Source: an optimization exercise on an open RTL-to-GDS flow (aim: small area and a short achievable clock period). Production flows keep margins and buffers that such runs may drop. In this exercise RTL edits were held to simulation tests only and were not proved equivalent to the original. Power and IR drop assume default switching activity.

==> design.v <==
module fulladder (a,b, cin, s, cout);
input bit a, b, cin;
output bit s, cout;
always_comb
begin
	s=a^b^cin;
	cout=(a&b)|((a^b)&cin);
end
endmodule
module nbitfulladder #(parameter N= 8) (a,b, s, cout);
input bit [N-1:0] a,b;
output bit  [N-1:0] s;
output bit cout;
wire [N-1:0] w;
genvar i;
generate
	for(i=0;i<N;i++)
	begin:adder
		if(i==0)
			fulladder m( a[i],b[i],1'b0, s[i],w[i]);
		else if(i==N-1)
			fulladder m(a[i],b[i],w[i-1],s[i], cout);
		else
			fulladder m(a[i],b[i],w[i-1],s[i],w[i]);
	end
endgenerate
endmodule
module twoscomplement #(parameter N =8)(input bit [N-1:0]in,output bit [N-1:0]out);
assign out = (~(in))+1;
endmodule
module mux2_1 #(parameter N=8)(input bit [N-1:0] in_0, input bit [N-1:0] in_1, input bit sel, output bit [N-1:0] out);
assign out = sel?in_1:in_0;
endmodule
module nbitshifter #(parameter BITSHIFT = 15, parameter BITIN =8 , parameter BITOUT=23) (input bit [BITIN-1:0]in, output bit [BITOUT-1:0]out);
assign out = in<<BITSHIFT;
endmodule
module pipelinediv (clock, dividend, divisor, quotient, remainder);
input clock;
input [31:0] dividend;
input [15:0] divisor;
output [31:0] quotient;
output [15:0] remainder;
reg [31:0] x0;
reg [15:0] d0;
always @(posedge clock) begin x0 <= dividend; d0 <= divisor; end
wire [0:0] g1s0_s = x0[31];
wire [17:0] g1s0_df = {17'd0, g1s0_s} - {2'd0, d0};
wire g1s0_q = ~g1s0_df[17];
wire [0:0] g1s0_r = g1s0_q ? g1s0_df[0:0] : g1s0_s[0:0];
wire [31:0] g1s0_x = {x0[30:0], g1s0_q};
reg [31:0] x1;
reg [15:0] d1;
reg [0:0] r1;
always @(posedge clock) begin x1 <= g1s0_x; d1 <= d0; r1 <= g1s0_r; end
wire [1:0] g2s0_s = {r1, x1[31]};
wire [17:0] g2s0_df = {16'd0, g2s0_s} - {2'd0, d1};
wire g2s0_q = ~g2s0_df[17];
wire [1:0] g2s0_r = g2s0_q ? g2s0_df[1:0] : g2s0_s[1:0];
wire [31:0] g2s0_x = {x1[30:0], g2s0_q};
reg [31:0] x2;
reg [15:0] d2;
reg [1:0] r2;
always @(posedge clock) begin x2 <= g2s0_x; d2 <= d1; r2 <= g2s0_r; end
wire [2:0] g3s0_s = {r2, x2[31]};
wire [17:0] g3s0_df = {15'd0, g3s0_s} - {2'd0, d2};
wire g3s0_q = ~g3s0_df[17];
wire [2:0] g3s0_r = g3s0_q ? g3s0_df[2:0] : g3s0_s[2:0];
wire [31:0] g3s0_x = {x2[30:0], g3s0_q};
reg [31:0] x3;
reg [15:0] d3;
reg [2:0] r3;
always @(posedge clock) begin x3 <= g3s0_x; d3 <= d2; r3 <= g3s0_r; end
wire [3:0] g4s0_s = {r3, x3[31]};
wire [17:0] g4s0_df = {14'd0, g4s0_s} - {2'd0, d3};
wire g4s0_q = ~g4s0_df[17];
wire [3:0] g4s0_r = g4s0_q ? g4s0_df[3:0] : g4s0_s[3:0];
wire [31:0] g4s0_x = {x3[30:0], g4s0_q};
reg [31:0] x4;
reg [15:0] d4;
reg [3:0] r4;
always @(posedge clock) begin x4 <= g4s0_x; d4 <= d3; r4 <= g4s0_r; end
wire [4:0] g5s0_s = {r4, x4[31]};
wire [17:0] g5s0_df = {13'd0, g5s0_s} - {2'd0, d4};
wire g5s0_q = ~g5s0_df[17];
wire [4:0] g5s0_r = g5s0_q ? g5s0_df[4:0] : g5s0_s[4:0];
wire [31:0] g5s0_x = {x4[30:0], g5s0_q};
reg [31:0] x5;
reg [15:0] d5;
reg [4:0] r5;
always @(posedge clock) begin x5 <= g5s0_x; d5 <= d4; r5 <= g5s0_r; end
wire [5:0] g6s0_s = {r5, x5[31]};
wire [17:0] g6s0_df = {12'd0, g6s0_s} - {2'd0, d5};
wire g6s0_q = ~g6s0_df[17];
wire [5:0] g6s0_r = g6s0_q ? g6s0_df[5:0] : g6s0_s[5:0];
wire [31:0] g6s0_x = {x5[30:0], g6s0_q};
reg [31:0] x6;
reg [15:0] d6;
reg [5:0] r6;
always @(posedge clock) begin x6 <= g6s0_x; d6 <= d5; r6 <= g6s0_r; end
wire [6:0] g7s0_s = {r6, x6[31]};
wire [17:0] g7s0_df = {11'd0, g7s0_s} - {2'd0, d6};
wire g7s0_q = ~g7s0_df[17];
wire [6:0] g7s0_r = g7s0_q ? g7s0_df[6:0] : g7s0_s[6:0];
wire [31:0] g7s0_x = {x6[30:0], g7s0_q};
reg [31:0] x7;
reg [15:0] d7;
reg [6:0] r7;
always @(posedge clock) begin x7 <= g7s0_x; d7 <= d6; r7 <= g7s0_r; end
wire [7:0] g8s0_s = {r7, x7[31]};
wire [17:0] g8s0_df = {10'd0, g8s0_s} - {2'd0, d7};
wire g8s0_q = ~g8s0_df[17];
wire [7:0] g8s0_r = g8s0_q ? g8s0_df[7:0] : g8s0_s[7:0];
wire [31:0] g8s0_x = {x7[30:0], g8s0_q};
reg [31:0] x8;
reg [15:0] d8;
reg [7:0] r8;
always @(posedge clock) begin x8 <= g8s0_x; d8 <= d7; r8 <= g8s0_r; end
wire [8:0] g9s0_s = {r8, x8[31]};
wire [17:0] g9s0_df = {9'd0, g9s0_s} - {2'd0, d8};
wire g9s0_q = ~g9s0_df[17];
wire [8:0] g9s0_r = g9s0_q ? g9s0_df[8:0] : g9s0_s[8:0];
wire [31:0] g9s0_x = {x8[30:0], g9s0_q};
reg [31:0] x9;
reg [15:0] d9;
reg [8:0] r9;
always @(posedge clock) begin x9 <= g9s0_x; d9 <= d8; r9 <= g9s0_r; end
wire [9:0] g10s0_s = {r9, x9[31]};
wire [17:0] g10s0_df = {8'd0, g10s0_s} - {2'd0, d9};
wire g10s0_q = ~g10s0_df[17];
wire [9:0] g10s0_r = g10s0_q ? g10s0_df[9:0] : g10s0_s[9:0];
wire [31:0] g10s0_x = {x9[30:0], g10s0_q};
reg [31:0] x10;
reg [15:0] d10;
reg [9:0] r10;
always @(posedge clock) begin x10 <= g10s0_x; d10 <= d9; r10 <= g10s0_r; end
wire [10:0] g11s0_s = {r10, x10[31]};
wire [17:0] g11s0_df = {7'd0, g11s0_s} - {2'd0, d10};
wire g11s0_q = ~g11s0_df[17];
wire [10:0] g11s0_r = g11s0_q ? g11s0_df[10:0] : g11s0_s[10:0];
wire [31:0] g11s0_x = {x10[30:0], g11s0_q};
reg [31:0] x11;
reg [15:0] d11;
reg [10:0] r11;
always @(posedge clock) begin x11 <= g11s0_x; d11 <= d10; r11 <= g11s0_r; end
wire [11:0] g12s0_s = {r11, x11[31]};
wire [17:0] g12s0_df = {6'd0, g12s0_s} - {2'd0, d11};
wire g12s0_q = ~g12s0_df[17];
wire [11:0] g12s0_r = g12s0_q ? g12s0_df[11:0] : g12s0_s[11:0];
wire [31:0] g12s0_x = {x11[30:0], g12s0_q};
reg [31:0] x12;
reg [15:0] d12;
reg [11:0] r12;
always @(posedge clock) begin x12 <= g12s0_x; d12 <= d11; r12 <= g12s0_r; end
wire [12:0] g13s0_s = {r12, x12[31]};
wire [17:0] g13s0_df = {5'd0, g13s0_s} - {2'd0, d12};
wire g13s0_q = ~g13s0_df[17];
wire [12:0] g13s0_r = g13s0_q ? g13s0_df[12:0] : g13s0_s[12:0];
wire [31:0] g13s0_x = {x12[30:0], g13s0_q};
reg [31:0] x13;
reg [15:0] d13;
reg [12:0] r13;
always @(posedge clock) begin x13 <= g13s0_x; d13 <= d12; r13 <= g13s0_r; end
wire [13:0] g14s0_s = {r13, x13[31]};
wire [17:0] g14s0_df = {4'd0, g14s0_s} - {2'd0, d13};
wire g14s0_q = ~g14s0_df[17];
wire [13:0] g14s0_r = g14s0_q ? g14s0_df[13:0] : g14s0_s[13:0];
wire [31:0] g14s0_x = {x13[30:0], g14s0_q};
reg [31:0] x14;
reg [15:0] d14;
reg [13:0] r14;
always @(posedge clock) begin x14 <= g14s0_x; d14 <= d13; r14 <= g14s0_r; end
wire [14:0] g15s0_s = {r14, x14[31]};
wire [17:0] g15s0_df = {3'd0, g15s0_s} - {2'd0, d14};
wire g15s0_q = ~g15s0_df[17];
wire [14:0] g15s0_r = g15s0_q ? g15s0_df[14:0] : g15s0_s[14:0];
wire [31:0] g15s0_x = {x14[30:0], g15s0_q};
reg [31:0] x15;
reg [15:0] d15;
reg [14:0] r15;
always @(posedge clock) begin x15 <= g15s0_x; d15 <= d14; r15 <= g15s0_r; end
wire [15:0] g16s0_s = {r15, x15[31]};
wire [17:0] g16s0_df = {2'd0, g16s0_s} - {2'd0, d15};
wire g16s0_q = ~g16s0_df[17];
wire [15:0] g16s0_r = g16s0_q ? g16s0_df[15:0] : g16s0_s[15:0];
wire [31:0] g16s0_x = {x15[30:0], g16s0_q};
reg [31:0] x16;
reg [15:0] d16;
reg [15:0] r16;
always @(posedge clock) begin x16 <= g16s0_x; d16 <= d15; r16 <= g16s0_r; end
wire [16:0] g17s0_s = {r16, x16[31]};
wire [17:0] g17s0_df = {1'd0, g17s0_s} - {2'd0, d16};
wire g17s0_q = ~g17s0_df[17];
wire [15:0] g17s0_r = g17s0_q ? g17s0_df[15:0] : g17s0_s[15:0];
wire [31:0] g17s0_x = {x16[30:0], g17s0_q};
reg [31:0] x17;
reg [15:0] d17;
reg [15:0] r17;
always @(posedge clock) begin x17 <= g17s0_x; d17 <= d16; r17 <= g17s0_r; end
wire [16:0] g18s0_s = {r17, x17[31]};
wire [17:0] g18s0_df = {1'd0, g18s0_s} - {2'd0, d17};
wire g18s0_q = ~g18s0_df[17];
wire [15:0] g18s0_r = g18s0_q ? g18s0_df[15:0] : g18s0_s[15:0];
wire [31:0] g18s0_x = {x17[30:0], g18s0_q};
reg [31:0] x18;
reg [15:0] d18;
reg [15:0] r18;
always @(posedge clock) begin x18 <= g18s0_x; d18 <= d17; r18 <= g18s0_r; end
wire [16:0] g19s0_s = {r18, x18[31]};
wire [17:0] g19s0_df = {1'd0, g19s0_s} - {2'd0, d18};
wire g19s0_q = ~g19s0_df[17];
wire [15:0] g19s0_r = g19s0_q ? g19s0_df[15:0] : g19s0_s[15:0];
wire [31:0] g19s0_x = {x18[30:0], g19s0_q};
reg [31:0] x19;
reg [15:0] d19;
reg [15:0] r19;
always @(posedge clock) begin x19 <= g19s0_x; d19 <= d18; r19 <= g19s0_r; end
wire [16:0] g20s0_s = {r19, x19[31]};
wire [17:0] g20s0_df = {1'd0, g20s0_s} - {2'd0, d19};
wire g20s0_q = ~g20s0_df[17];
wire [15:0] g20s0_r = g20s0_q ? g20s0_df[15:0] : g20s0_s[15:0];
wire [31:0] g20s0_x = {x19[30:0], g20s0_q};
reg [31:0] x20;
reg [15:0] d20;
reg [15:0] r20;
always @(posedge clock) begin x20 <= g20s0_x; d20 <= d19; r20 <= g20s0_r; end
wire [16:0] g21s0_s = {r20, x20[31]};
wire [17:0] g21s0_df = {1'd0, g21s0_s} - {2'd0, d20};
wire g21s0_q = ~g21s0_df[17];
wire [15:0] g21s0_r = g21s0_q ? g21s0_df[15:0] : g21s0_s[15:0];
wire [31:0] g21s0_x = {x20[30:0], g21s0_q};
reg [31:0] x21;
reg [15:0] d21;
reg [15:0] r21;
always @(posedge clock) begin x21 <= g21s0_x; d21 <= d20; r21 <= g21s0_r; end
wire [16:0] g22s0_s = {r21, x21[31]};
wire [17:0] g22s0_df = {1'd0, g22s0_s} - {2'd0, d21};
wire g22s0_q = ~g22s0_df[17];
wire [15:0] g22s0_r = g22s0_q ? g22s0_df[15:0] : g22s0_s[15:0];
wire [31:0] g22s0_x = {x21[30:0], g22s0_q};
reg [31:0] x22;
reg [15:0] d22;
reg [15:0] r22;
always @(posedge clock) begin x22 <= g22s0_x; d22 <= d21; r22 <= g22s0_r; end
wire [16:0] g23s0_s = {r22, x22[31]};
wire [17:0] g23s0_df = {1'd0, g23s0_s} - {2'd0, d22};
wire g23s0_q = ~g23s0_df[17];
wire [15:0] g23s0_r = g23s0_q ? g23s0_df[15:0] : g23s0_s[15:0];
wire [31:0] g23s0_x = {x22[30:0], g23s0_q};
reg [31:0] x23;
reg [15:0] d23;
reg [15:0] r23;
always @(posedge clock) begin x23 <= g23s0_x; d23 <= d22; r23 <= g23s0_r; end
wire [16:0] g24s0_s = {r23, x23[31]};
wire [17:0] g24s0_df = {1'd0, g24s0_s} - {2'd0, d23};
wire g24s0_q = ~g24s0_df[17];
wire [15:0] g24s0_r = g24s0_q ? g24s0_df[15:0] : g24s0_s[15:0];
wire [31:0] g24s0_x = {x23[30:0], g24s0_q};
reg [31:0] x24;
reg [15:0] d24;
reg [15:0] r24;
always @(posedge clock) begin x24 <= g24s0_x; d24 <= d23; r24 <= g24s0_r; end
wire [16:0] g25s0_s = {r24, x24[31]};
wire [17:0] g25s0_df = {1'd0, g25s0_s} - {2'd0, d24};
wire g25s0_q = ~g25s0_df[17];
wire [15:0] g25s0_r = g25s0_q ? g25s0_df[15:0] : g25s0_s[15:0];
wire [31:0] g25s0_x = {x24[30:0], g25s0_q};
reg [31:0] x25;
reg [15:0] d25;
reg [15:0] r25;
always @(posedge clock) begin x25 <= g25s0_x; d25 <= d24; r25 <= g25s0_r; end
wire [16:0] g26s0_s = {r25, x25[31]};
wire [17:0] g26s0_df = {1'd0, g26s0_s} - {2'd0, d25};
wire g26s0_q = ~g26s0_df[17];
wire [15:0] g26s0_r = g26s0_q ? g26s0_df[15:0] : g26s0_s[15:0];
wire [31:0] g26s0_x = {x25[30:0], g26s0_q};
reg [31:0] x26;
reg [15:0] d26;
reg [15:0] r26;
always @(posedge clock) begin x26 <= g26s0_x; d26 <= d25; r26 <= g26s0_r; end
wire [16:0] g27s0_s = {r26, x26[31]};
wire [17:0] g27s0_df = {1'd0, g27s0_s} - {2'd0, d26};
wire g27s0_q = ~g27s0_df[17];
wire [15:0] g27s0_r = g27s0_q ? g27s0_df[15:0] : g27s0_s[15:0];
wire [31:0] g27s0_x = {x26[30:0], g27s0_q};
reg [31:0] x27;
reg [15:0] d27;
reg [15:0] r27;
always @(posedge clock) begin x27 <= g27s0_x; d27 <= d26; r27 <= g27s0_r; end
wire [16:0] g28s0_s = {r27, x27[31]};
wire [17:0] g28s0_df = {1'd0, g28s0_s} - {2'd0, d27};
wire g28s0_q = ~g28s0_df[17];
wire [15:0] g28s0_r = g28s0_q ? g28s0_df[15:0] : g28s0_s[15:0];
wire [31:0] g28s0_x = {x27[30:0], g28s0_q};
reg [31:0] x28;
reg [15:0] d28;
reg [15:0] r28;
always @(posedge clock) begin x28 <= g28s0_x; d28 <= d27; r28 <= g28s0_r; end
wire [16:0] g29s0_s = {r28, x28[31]};
wire [17:0] g29s0_df = {1'd0, g29s0_s} - {2'd0, d28};
wire g29s0_q = ~g29s0_df[17];
wire [15:0] g29s0_r = g29s0_q ? g29s0_df[15:0] : g29s0_s[15:0];
wire [31:0] g29s0_x = {x28[30:0], g29s0_q};
reg [31:0] x29;
reg [15:0] d29;
reg [15:0] r29;
always @(posedge clock) begin x29 <= g29s0_x; d29 <= d28; r29 <= g29s0_r; end
wire [16:0] g30s0_s = {r29, x29[31]};
wire [17:0] g30s0_df = {1'd0, g30s0_s} - {2'd0, d29};
wire g30s0_q = ~g30s0_df[17];
wire [15:0] g30s0_r = g30s0_q ? g30s0_df[15:0] : g30s0_s[15:0];
wire [31:0] g30s0_x = {x29[30:0], g30s0_q};
reg [31:0] x30;
reg [15:0] d30;
reg [15:0] r30;
always @(posedge clock) begin x30 <= g30s0_x; d30 <= d29; r30 <= g30s0_r; end
wire [16:0] g31s0_s = {r30, x30[31]};
wire [17:0] g31s0_df = {1'd0, g31s0_s} - {2'd0, d30};
wire g31s0_q = ~g31s0_df[17];
wire [15:0] g31s0_r = g31s0_q ? g31s0_df[15:0] : g31s0_s[15:0];
wire [31:0] g31s0_x = {x30[30:0], g31s0_q};
reg [31:0] x31;
reg [15:0] d31;
reg [15:0] r31;
always @(posedge clock) begin x31 <= g31s0_x; d31 <= d30; r31 <= g31s0_r; end
wire [16:0] g32s0_s = {r31, x31[31]};
wire [17:0] g32s0_df = {1'd0, g32s0_s} - {2'd0, d31};
wire g32s0_q = ~g32s0_df[17];
wire [15:0] g32s0_r = g32s0_q ? g32s0_df[15:0] : g32s0_s[15:0];
wire [31:0] g32s0_x = {x31[30:0], g32s0_q};
reg [31:0] x32;
reg [15:0] r32;
wire nz32 = |d31;
always @(posedge clock) begin x32 <= g32s0_x & {32{nz32}}; r32 <= g32s0_r; end
assign quotient = x32;
assign remainder = r32;
endmodule
==> flow/run.sh <==
#!/bin/bash
# Standard ORFS layout (the standard.sh), with plain buffers on the ports
# instead of the delay buffers buffer_ports picks by default.
set -euo pipefail
bash standard.sh "BUFFER_PORTS_ARGS=-buffer_cell sky130_fd_sc_hd__buf_2" finish > make_finish.log 2>&1
==> standard.sh <==
#!/bin/bash
# synth_recipe.tcl (not shown) runs the flow's synth.tcl, then flattens the netlist and writes it again
# the make line also repeats each setting of config.mk as NAME=value (left out here)
make -C /OpenROAD-flow-scripts/flow DESIGN_CONFIG=/design/flow/config.mk WORK_HOME=/design/flow/orfs CLKGATE_MAP_FILE= SYNTH_SCRIPT=/design/flow/synth_recipe.tcl "${@:-finish}"
==> config.mk <==
export PLATFORM = sky130hd
export DESIGN_NAME = pipelinediv
export DESIGN_NICKNAME = pipelinediv
export VERILOG_FILES = /design/flow/design.v
export SDC_FILE = /design/flow/constraint.sdc
export NUM_CORES = 4
export LEC_CHECK = 0
export CAP_MARGIN = 20
export CORE_MARGIN = 2
export CORE_UTILIZATION = 60
export PLACE_DENSITY = 0.7
export SLEW_MARGIN = 20
==> constraint.sdc <==
create_clock -name core_clock -period 18.0 [get_ports {clock}]
set_input_delay 3.6000 -clock core_clock [delete_from_list [all_inputs] [get_ports {clock}]]
set_output_delay 3.6000 -clock core_clock [all_outputs]
set_load 0.01 [all_outputs]
==> results of run 1 <==
[report_power, final]
part	leakage (nW)	total [W]	switching [W]	internal [W]
Clock	3.22	0.00404	0.00162	0.00242
Sequential	16.4	0.00534	0.000310	0.00503
Combinational	12.2	0.00361	0.00196	0.00165
[layer usage]
metal / vias up / track usage [%]
li1: 18800 / -
met1: 17000 / 21.7
met2: 524 / 35.0
met3: 241 / 3.25
met4: 0 / 7.73
met5: - / 0
[layout by cell type, fill, tap and decap left out, drive strengths merged, types with 16 or more instances in the layout]
cell / instances
nand4: 18
xnor2: 142
a211oi: 40
dfxtp: 1960
a21boi: 19
a31oi: 32
o211ai: 39
nor2: 321
a211o: 18
clkinv: 47
a21oi: 326
xor2: 73
nor3: 55
a21o: 93
o21bai: 27
ha: 390
nor4: 29
clkbuf: 241
nor2b: 56
bufinv: 28
and2: 46
o21a: 98
buf: 108
inv: 541
nand2: 188
nand4b: 17
mux2i: 41
o22ai: 16
mux2: 184
o31ai: 18
o21ai: 205
nand3: 61
nand2b: 31
fa: 31
o31a: 38
[stage by stage]
step	power, W	setup slack [ns]	instance area [um^2]
3_3_place_gp	0.00891	14.00	64900
5_1_grt	0.0138	13.12	71500
2_1_floorplan	0.00823	14.07	62900
4_1_cts	0.0131	13.10	71500
3_5_place_dp	0.00899	13.97	64900
6_report	0.0130	13.20	71500
[synthesized netlist by cell type (17+ instances only)]
| cell type | instances |
|---|---|
| nor4_1 | 29 |
| nor3_1 | 55 |
| dfxtp_1 | 1960 |
| mux2_2 | 30 |
| o31ai_1 | 18 |
| xnor2_1 | 142 |
| a21o_1 | 93 |
| ha_1 | 390 |
| mux2i_1 | 41 |
| a211oi_1 | 39 |
| nand2b_1 | 31 |
| buf_2 | 32 |
| nand3_1 | 61 |
| mux2_1 | 146 |
| nand4b_1 | 17 |
| o211ai_1 | 32 |
| o21ai_0 | 132 |
| o21ai_1 | 71 |
| clkbuf_1 | 26 |
| nor2_1 | 321 |
| nand2_1 | 188 |
| a21oi_1 | 319 |
| xor2_1 | 73 |
| and2_1 | 46 |
| a31oi_1 | 31 |
| o21bai_1 | 27 |
| nor2b_1 | 56 |
| o21a_1 | 97 |
| fa_1 | 31 |
| inv_1 | 521 |
| a211o_1 | 18 |
| nand4_1 | 18 |
| o31a_1 | 38 |
[worst min path at each step]
stage	startpoint	to	slack [ns]	depth (start not counted)
floorplan	x9[9]	x10[10]	0.31	0
global placement	x9[7]	x10[8]	0.31	0
detailed placement	x10[24]	x11[25]	0.31	0
CTS	x19[6]	x20[7]	0.31	0
global route	x6[14]	x7[15]	0.32	0
finish	x19[6]	x20[7]	0.31	0
[kinds of logic (layout without fill, tap and decap cells)]
group                      after synthesis  in the layout  share of synthesized area [%]
DFF                                   1960           1960                           62.4
AOI/OAI and AO/OA                     1064           1064                           11.1
and+or+nand+nor                        915            915                           7.12
buffers and inverters                  594            973                           3.66
adders and majority gates              421            421                           8.75
muxes                                  225            225                           4.00
xor gates and xnor gates               215            215                           2.99
[area by class of cell]
class	count	share of cell area, %
flip-flops and latches	1960	54.9
repair buffers	108	0.803
well taps	1380	2.41
inverters	529	2.78
clock buffers	241	7.12
clock inverters	95	2.07
multi-input cells	2840	29.9
==> results.txt, run 1 <==
The flow ran to the end and the layout has no timing, DRC or antenna violations. The routed design uses 3180 um of met3 wire. In the final layout, the multi-input gates occupy 21400 um^2. The tools report the type of element capturing the critical path as an output pin. On the critical path the largest part of the delay comes from flip-flops. The largest net degree at the start of global routing is 31, and the worst-case headroom to the max-slew limit is 33.9%.

The transition at the pin with the smallest max-transition slack was 0.991 ns. The clock transition at the registers of the reported paths was 0.06 ns; the wire length on met1 was 43100 um. The maximum fanout along the worst path was 1. The area of the die is 107000 um^2, and the share of flip-flops with an asynchronous set or reset after synthesis is 0%. The number of endpoints with negative hold slack in the final report is 0. The vias per cell came out at 5.11.

The wire length of the first global-routing pass is 171000 um, and the cell depth of the worst flop-to-flop path is 9. Summed over all layers, the global routing overflow is 0. Of the cells placed in the final design, the portion with a size suffix greater than 1 is 8.97%. The core region is 104000 um^2. Dividing the final minimum period by the clock period gives 26.7%. Buffers inserted to repair hold after CTS numbered 0. By area the synthesized netlist is led by dfxtp_1 (62%), ha_1 (7.8%), inv_1 (3.1%).

The run gives 31.8 nW as the leakage power. Synthesis inferred 1960 register bits. In this run the top signal layer used is met4. The tools report the cell at the root of the clock tree as clkbuf_16. Setup violations remaining at the end of the flow were counted as 0. In the final design database the tool counted 6089 nets.

Max-cap violations in this run came to 0. The final design utilization is 68.9%, and the width of the die is 328 um. The smallest clock period supported by the final layout is computed as 4.80 ns.

In the detailed route, the total length drawn on met2 is 52100 um. The slowest stage of the critical path is the dfxtp_1 cell. The areal power density over the cells was 182 nW/um^2. Total routed wirelength: 102000 um. Synthesis produced a netlist with a net count of 5864.

The mean post-synth cell area came out at 11.7 um^2. The data required time of the critical path is 14.40 ns, and the filler cell count in the final layout is 7453. The footprint of the flip-flops and latches is 39200 um^2.

The source-to-sink clock delay at the later pin of the worst-skew pair was 0.78 ns. The path class of the tightest hold or removal check is flop to flop. After routing, the total negative slack on setup checks comes to 0 ns.

Yosys mapped the design onto 86 distinct sky130hd cell types. For this run, the top clock speed supported by timing is 208 MHz. 0 antenna diodes ended up in the layout. The tools report the startpoint class of the critical path as a flop. Following the worst setup path forward leads to its endpoint at quotient[20].

The stage delay of the slowest cell on the critical path is 0.31 ns. The initial antenna violation count was 0. The finished layout holds 7153 standard cells, fillers aside. In this run the critical register-to-register path is launched from x15[31].

The tools report the antenna violation net count after detailed routing as 0. Walking the worst path, the cells encountered are buf_2. The number of instances resized during post-cts repair is 0, and the number of placed cells counting well taps is 6817. In this run the critical register-to-register path is captured at r16[10].

Counting along the longest clock path gives a buffer depth of 3. Summed over all instances, the cell type with the most area after synthesis is dfxtp_1. Starting DRC count in detailed routing: 1564. For the part of the Yosys area used for sequential elements, the log shows 62.4%. Post-CTS timing repair inserted 0 buffers for setup. The number of warnings reported in the yosys synthesis log is 1.

Setup repair after global routing left no endpoint under its margin. The cell count after synthesis came out at 5394. The worst ir drop on vdd is 0.113 mV, and the detailed placer's ending HPWL is 70000 um.

During placement, the flow inserted port buffers numbering 96. The overall fraction of global-route tracks in use is 19.0%, and the clock sink total is 1960. Once the floorplan was initialized, standard cells occupied 60.6% of the core.

The average detailed-routed wire length per instance was 14.2 um. Count of pins over their slew limit: 0. For this run, the detailed router's first-pass iteration total came to 5.

The synthesized netlist occupies a cell area of 62900 um^2. The timing startpoint of the critical path is x32[20]. The clock tree synthesis step divided the H-tree into 4 levels. Clock skew on the completed layout was measured at 0.0447 ns.

Among all flip-flop cells after synthesis, the most frequent one is dfxtp_1. 97 I/O pins were placed. The tightest hold path in the finished design has a slack of 0.306 ns.

The critical path depth was 1. The total CTS buffers came out at 180. The number of global-route vias before repair was 36.8k; the number of standard-cell rows in the floorplan was 118. Routability-driven placement finished with a final weighted congestion of 0.841.

The number of buffer and inverter stages on the critical path was 1. Data on the critical path arrives at its endpoint at 1.20 ns. After detailed routing, the number of remaining DRC violations is 0.

The number of vias after detailed routing was 36.5k; the area share of the largest cell type after synthesis was 62.4%. The number of enable flip-flop cells after synthesis is 0, and the height of the chip is 328 um. The setup path with the least slack is of type flop to output pin. From synthesis to final layout, the design area changed by 13.7%. Across all register-to-register paths, the minimum setup slack is 14.68 ns. TritonCTS built the clock tree.
==> run 2, diff against run 1 <==
==> run.sh (new file) <==
#!/bin/bash
# synth_recipe.tcl (not shown) runs the flow's synth.tcl, then flattens the netlist and writes it again
# the make line also repeats each setting of config.mk as NAME=value (left out here)
make -C /OpenROAD-flow-scripts/flow DESIGN_CONFIG=/design/flow/config.mk WORK_HOME=/design/flow/orfs CLKGATE_MAP_FILE= SYNTH_SCRIPT=/design/flow/synth_recipe.tcl finish
--- a/config.mk
+++ b/config.mk
@@ -7,6 +7,6 @@
 export LEC_CHECK = 0
 export CAP_MARGIN = 20
 export CORE_MARGIN = 2
-export CORE_UTILIZATION = 60
-export PLACE_DENSITY = 0.7
+export CORE_UTILIZATION = 45
+export PLACE_DENSITY = 0.6
 export SLEW_MARGIN = 20
removed: flow/run.sh
removed: standard.sh
==> results.txt, run 2 <==
The run finished with no timing, DRC or antenna violations. The detailed router used layers up to and including met4. The library cell used most frequently in the layout, excluding fill and tap cells, is dfxtp_1. Ranked by total cell area, the synthesized netlist is headed by dfxtp_1 (62%), ha_1 (7.8%), inv_1 (3.1%).

Height of the chip: 378 um. The floorplan step defined a die boundary enclosing 143000 um^2. IR analysis of the VDD net gives a maximum drop of 0.0871 mV. Dividing the final minimum period by the clock period gives 29.2%. The root buffer cell chosen for the clock tree is clkbuf_16.

In this run the remaining antenna-violating nets after routing total 0. Hold repair after CTS inserted 0 buffers. Cell depth of the worst flop-to-flop path: 9. The critical path depth was 1; the detailed-route DRC error count was 0.

The logs give 1.65 ns for the signal arrival time at the worst endpoint and 5 for the number of detailed-routing iterations run before antenna repair. The congestion estimate from routability-driven global placement came to 0.829. The run gives 0 as the count of pins over their slew limit. The tools report the timing startpoint of the critical path as x32[0]. Clock transition at the registers of the reported paths: 0.06 ns. After synthesis, the share of flip-flops with an asynchronous set or reset is 0%.

The tools report the source-to-sink clock delay at the later pin of the worst-skew pair as 0.81 ns. The logs give 1 for the number of warnings reported in the yosys synthesis log and 97 for the count of pins on the block boundary. In the routed layout, each cell is associated on average with a via count of 4.74.

The logs give 7651 for the filler-free cell count of the finished design and 166000 um for the wire length of the first global-routing pass. The class of the tightest hold or removal check is flop to flop. The run gives 1328 as the starting DRC count in detailed routing.

The startpoint identified for the worst register-to-register timing path is x15[31]. In this run the tool buffered the top-level ports with 96 buffer cells. Number of placed cells counting well taps: 7313. For the detailed placer's ending HPWL, the log shows 69900 um. For the number of standard-cell rows in the floorplan, the log shows 137. Placement-stage worst setup slack: 13.57 ns. STA classifies the critical path startpoint as a flop. The slowest stage of the critical path belongs to the cell clkdlybuf4s50_1.

The worst setup path is captured at an output pin. Setup violations remaining at the end of the flow were counted as 0. The post-CTS setup-driven buffer insertion count came out at 0. The timing-limited maximum frequency is 190 MHz, and the post-detailed-placement cell area is 66000 um^2. The tree built by TritonCTS fans out to 1960 sinks.

For this run, the leading register cell type out of synthesis is dfxtp_1. Fraction of layout cells with a size suffix above 1: 7.15%. Number of enable flip-flop cells after synthesis: 0. At the pin with the least slew margin, the transition time is 0.998 ns.

For flop-to-flop paths, the worst setup slack is 14.65 ns. The biggest area contributor in the post-synthesis netlist is dfxtp_1. Summed over all nets, wire length on met3 after detailed routing comes to 3630 um. The logs give 188 for the total CTS buffers and 3 for the maximum clock path buffer count. The initial antenna violation count is 0, and the post-route setup TNS is 0 ns. For this run, the share of the core covered by cells in the final layout is 52.1%. Dividing the synthesized area by the synthesized cell count gives 11.7 um^2. The capture point of the worst path was quotient[0].

The post-synthesis to final-layout area growth was 15.3%. The library cells used most frequently in the layout, excluding fill and tap cells, are dfxtp_1 (1960), inv_1 (521), ha_1 (390), nor2_1 (320), a21oi_1 (319). For the worst setup path, the data required time is 14.40 ns.

For the number of global-route vias before repair, the log shows 36.1k. The width of the die came out at 378 um. The worst register-to-register path ends at r16[11]. The largest net degree at the start of global routing came out at 31.

By instance count, the leading cell after synthesis is dfxtp_1. Counting flops and latches in the post-synthesis netlist gives 1960. The overall fraction of global-route tracks in use was 13.9%. Summing the sequential cell areas from Yosys gives 62.4% of the chip area.

The synthesized netlist contains 86 unique library cells. The mapped netlist covers 62900 um^2. The run gives 45.2% as the initial standard-cell utilization of the core.

The commonest cells after synthesis are dfxtp_1 (1960), inv_1 (521), ha_1 (390). After detailed routing, the average wire length per cell comes to 12.8 um. The number of gates resized after CTS was 0. The run gives 72500 um^2 as the cell area after layout. The run gives 33.0% as the worst-case headroom to the max-slew limit. Counting the fill cells in the layout gives 12.2k. The final worst setup slack was 12.75 ns; the gate count after technology mapping was 5394.

After synthesis, the largest area contributor takes up 62.4% of total cell area. Traced cell by cell, the critical path runs through clkdlybuf4s50_1. After detailed routing, the wire length on met1 is 43700 um. TritonCTS built the clock tree. The final route contains 36.3k vias. The H-tree depth was 4. The worst setup path is of the flop to output pin kind. After global routing the overflow that remains totals 0. The cell family contributing the most delay on the critical path is buffers and inverters. For this design the static power due to leakage is 31.7 nW. When the netlist entered floorplanning its net count stood at 5864.

The logs give 0.0607 ns for the post-route clock skew and 0 for the number of endpoints with negative hold slack in the final report. For this design the ratio of total power to cell area is 178 nW/um^2. Setup repair after global routing left no endpoint under its margin. The total routed wirelength is 98100 um, and the detailed-routed wire length on met2 is 47700 um.

The number of buffer and inverter stages on the critical path came out at 1. The total area inside the core boundary comes to 139000 um^2. The reported max-cap violation count is 0. Net count reported at finish: 6098.

For this run, the slowest stage of the critical path takes 0.54 ns. The maximum fanout along the worst path is 1, and the final period demand of the worst path is 5.25 ns.
-- run 2: metrics by stage --
stage | hold slack [ns] | power (W)
global route | 0.291 | 0.0138
global placement | 0.310 | 0.00897
floorplan | 0.310 | 0.00823
detailed placement | 0.312 | 0.00904
CTS | 0.281 | 0.0131
finish | 0.279 | 0.0129
-- run 2: where the power goes --
group	leakage, nW	switching [W]	internal [W]
registers	16.4	0.000294	0.00503
logic	12.2	0.00195	0.00169
clock network	3.14	0.00163	0.00231
-- run 2: worst min-delay path by stage --
| stage | end | cells after the start | startpoint | slack [ns] |
|---|---|---|---|---|
| 6_report | x16[9] | 0 | x15[8] | 0.28 |
| 5_1_grt | x15[5] | 0 | x14[4] | 0.29 |
| 4_1_cts | x16[9] | 0 | x15[8] | 0.28 |
| 3_5_place_dp | x10[25] | 0 | x9[24] | 0.31 |
| 3_3_place_gp | x13[11] | 0 | x12[10] | 0.31 |
| 2_1_floorplan | x10[10] | 0 | x9[9] | 0.31 |
-- run 2: area by class of cell --
class / count / area [um^2] / area share [%]
inverters: 529 / 1990 / 2.74
clock buffers: 253 / 5250 / 7.24
repair buffers: 109 / 1070 / 1.47
clock inverters: 83 / 1190 / 1.64
well taps: 1876 / 2350 / 3.24
diodes: 1 / 2.50 / 0.00345
flip-flops and latches: 1960 / 39200 / 54.1
multi-input cells: 2840 / 21400 / 29.5
-- run 2: per-layer routing --
metal  vias to the layer above  GRT usage (%)
li1                      18800              -
met1                     16700           16.1
met2                       516           24.3
met3                       234           3.17
met4                         0           5.94
met5                         -              0
-- run 2: cell families after synthesis --
kind of cell,count (synthesis),share of synthesized area [%]
and+or+nand+nor,915,7.12
adders and majority gates,421,8.75
buffers and inverters,594,3.66
AOI/OAI and AO/OA,1064,11.1
xor gates and xnor gates,215,2.99
muxes,225,4.00
DFF,1960,62.4

## what the ideal ports hide
Ports are ideal in the flow. The routed layouts listed here were re-timed in OpenROAD.
Step 1 sets driving cells, clkbuf_16 on the clock port and buf_2 on the other inputs (assumed; they add their load-dependent delay and slew).
Step 2 moves the port delays by t, midway between the first and last clock arrival at a register: inputs arrive t later, outputs are due t later. That takes back most of the time a late clock gives input paths.
Slacks: ideal / step 1 / step 2; pairs: ideal / step 1.
run | t, ns | setup slack, ns | latest minus earliest clock arrival (ns) | cell pins on the clock port's net
run 1 | 0.827 | 13.196 / 13.129 / 13.956 | 0.052 / 0.052 | 1
run 2 | 0.857 | 12.750 / 12.676 / 13.534 | 0.065 / 0.065 | 1
After both steps every run listed still meets setup and hold.
